This is an optimization exercise on Yosys and OpenROAD, whose aim is small area, a short achievable clock period and few clock cycles per item, not a production implementation. Only simulation tests tie the RTL to the original design; equivalence was not proved.

Setup of run a:
Design ntt_core, start of the top module:
module ntt_core #(
    parameter WIDTH = 24
)(
    input  wire          clk,
    input  wire          rst_n,
    input  wire          start,
    output reg           done,
    output reg  [7:0]    ram_addr_a,
    output reg           ram_we_a,
    output wire [WIDTH-1:0] ram_wdata_a,
    input  wire [WIDTH-1:0] ram_rdata_a,
    output reg  [7:0]    ram_addr_b,
    output reg           ram_we_b,
    output wire [WIDTH-1:0] ram_wdata_b,
    input  wire [WIDTH-1:0] ram_rdata_b
);
export LEC_CHECK = 0
export CAP_MARGIN = 20
export CORE_MARGIN = 2
export CORE_UTILIZATION = 55
export CTS_BUF_LIST = sky130_fd_sc_hd__clkbuf_8
export PLACE_DENSITY = 0.7
export SLEW_MARGIN = 20
export TNS_END_PERCENT = 10
create_clock -name core_clock -period 10.0 [get_ports {clk}]
standard.sh (not shown) runs the stock make flow with config.mk's settings and CLKGATE_MAP_FILE= SYNTH_SCRIPT=/design/flow/synth_recipe.tcl, a recipe that flattens the netlist after the stock synthesis.
==> flow/flow/run.sh <==
#!/bin/bash
# The standard layout (the standard.sh: standard synthesis, floorplan, place,
# CTS, route, finish), with the repair steps aiming at a setup slack margin of
# 6.5 ns instead of 0, so that they also work on paths shorter than the clock
# period. The constraints (constraint.sdc) are unchanged.
set -euo pipefail
bash standard.sh SETUP_SLACK_MARGIN=6.5 finish > standard.log 2>&1
Run a reached the final stage; the timing, DRC and antenna checks on its layout passed.
Testbench counts of run a, summed over its fixed seeds: cycles 24,912, transforms 24.
## Diff of input files: run b against run a
Settings: PLACE_DENSITY changed from 0.7 to 0.6; CTS_BUF_LIST removed (was sky130_fd_sc_hd__clkbuf_8); CORE_UTILIZATION changed from 55 to 40.
Results
- Cell at the slowest stage of the critical path = fa_1: run a; cell at the slowest stage of the critical path = clkdlybuf4s50_1: run b
- Taking run a as the reference point, the count of non-CTS inverters in the layout of run b falls by 0.39%.
- In the reports for run b and run a, the smaller non-clock buffer count belongs to run a.
- Between run b and run a, final period utilization is higher for run a, run b comes in under that.
- Run b against run a: worst slack on hold paths climbed 20 ps, area after synthesis barely changed, setup clock skew after layout dropped 30 ps.

---

ntt_core, a different RTL version from the one above (not shown whole).
Size in the first run: ~540 flip-flops, roughly 120 I/O pins, about 47000 um^2 of cells after synthesis.
// ntt_core
module ntt_core #(
    parameter WIDTH = 24
)(
    input  wire          clk,
    input  wire          rst_n,
    input  wire          start,
    output reg           done,
    output reg  [7:0]    ram_addr_a,
    output reg           ram_we_a,
    output wire [WIDTH-1:0] ram_wdata_a,
    input  wire [WIDTH-1:0] ram_rdata_a,
    output reg  [7:0]    ram_addr_b,
    output reg           ram_we_b,
    output wire [WIDTH-1:0] ram_wdata_b,
    input  wire [WIDTH-1:0] ram_rdata_b
);
    localparam [22:0] Q = 23'd8380417;
    localparam [10:0] LAST    = 11'd1035;    
    localparam [1:0] S_IDLE = 2'd0, S_RUN = 2'd1, S_DONE = 2'd2;
    reg [1:0]  state;
    function [7:0] arr(input [7:0] G, input [1:0] t);
        reg [5:0] n;
        begin
            n = G[5:0];
            case (G[7:6])
                2'd0: arr = {t, n};
                2'd1: arr = {n[5], n[4], t, n[3], n[0], n[2], n[1]};
                2'd2: arr = {n[5], n[4], n[3], n[0], t, n[2], n[1]};
                default: arr = {n[5], n[0], n[4], n[3], n[2], n[1], t};
            endcase
        end
    endfunction
    function [7:0] maddr(input [2:0] s, input [7:0] j);
        begin
            case (s)
                3'd0: maddr = j;
                3'd1: maddr = {j[6], j[0], j[5], j[4], j[3], j[2], j[1], j[7]};
                3'd2: maddr = {j[6], j[0], j[4], j[2], j[3], j[5], j[1], j[7]};
                3'd3: maddr = {j[6], j[0], j[2], j[3], j[4], j[5], j[1], j[7]};
                default: maddr = {j[0], j[1], j[2], j[3], j[4], j[5], j[6], j[7]};
            endcase
        end
    endfunction
    function [7:0] zk1(input [7:0] G);
        reg [7:0] j;
        begin
            j = arr(G, 2'd0);
            case (G[7:6])
                2'd0: zk1 = 8'd1;
  ...
==> flow/config.mk <==
export PLATFORM = sky130hd
export DESIGN_NAME = ntt_core
export DESIGN_NICKNAME = ntt_core
export VERILOG_FILES = /design/flow/design.v
export SDC_FILE = /design/flow/constraint.sdc
export NUM_CORES = 4
export LEC_CHECK = 0
export CAP_MARGIN = 20
export CORE_MARGIN = 2
export CORE_UTILIZATION = 40
export PLACE_DENSITY = 0.6
export SETUP_SLACK_MARGIN = 5
export SLEW_MARGIN = 20
==> flow/constraint.sdc <==
create_clock -name core_clock -period 10.0 [get_ports {clk}]
set_input_delay 2.0000 -clock core_clock [delete_from_list [all_inputs] [get_ports {clk}]]
set_output_delay 2.0000 -clock core_clock [all_outputs]
set_load 0.01 [all_outputs]
run.sh (not shown) runs the stock make flow with config.mk's settings and CLKGATE_MAP_FILE= SYNTH_SCRIPT=/design/flow/synth_recipe.tcl, a recipe that flattens the netlist after the stock synthesis.
Stock flow here: none of the scripts above is used.
Testbench counts at the start, summed over its fixed seeds: cycles 24,912, transforms 24.
Then changed:
==> flow/flow/run.sh (new file) <==
#!/bin/bash
# The standard layout (the standard.sh: standard synthesis, floorplan, place,
# CTS, route, finish), with the repair steps aiming at a setup slack margin of
# 6.3 ns instead of 0, so that they also work on paths shorter than the clock
# period. The constraints (constraint.sdc) are unchanged.
set -euo pipefail
bash standard.sh SETUP_SLACK_MARGIN=6.3 finish > standard.log 2>&1
==> flow/standard.sh (new file) <==
#!/bin/bash
# synth_recipe.tcl (not shown) runs the flow's synth.tcl, then flattens the netlist and writes it again
# the make line also repeats each setting of config.mk as NAME=value (left out here)
make -C /OpenROAD-flow-scripts/flow DESIGN_CONFIG=/design/flow/config.mk WORK_HOME=/design/flow/orfs CLKGATE_MAP_FILE= SYNTH_SCRIPT=/design/flow/synth_recipe.tcl "${@:-finish}"
- SETUP_SLACK_MARGIN: 5 -> not set
removed: flow/run.sh
After rerunning: Die area does not change; via count increases by a few percent; cell count increases by a few percent; synthesized area does not change; maximum frequency increases by a quarter to a third; utilization increases by 5.0 points; design area increases by roughly a tenth; setup slack improved by 990 ps.

[port drivers added, routing unchanged]
How much do the figures lean on ideal ports? The routed layouts below were timed once more, with nothing changed but the port constraints.
Step 1 sets driving cells, clkbuf_16 on the clock port and buf_2 on the other inputs (assumed; they add their load-dependent delay and slew).
Step 2 also shifts input and output timing later by t, the mid clock arrival at the registers, as if the neighbouring blocks saw the same clock.
Three values: ideal ports, drivers, drivers and shift; two values: the first two.
run	t, ns	setup slack, ns	latest minus earliest clock arrival (ns)
run a	0.746	6.232 / 6.189 / 6.232	0.056 / 0.056
run b	0.708	6.286 / 6.207 / 6.306	0.028 / 0.027
the first run of note 2	0.729	4.872 / 4.872 / 4.872	0.062 / 0.062
the second run of note 2	0.720	5.864 / 5.864 / 5.864	0.076 / 0.076
After both steps setup and hold are still met in every run listed.
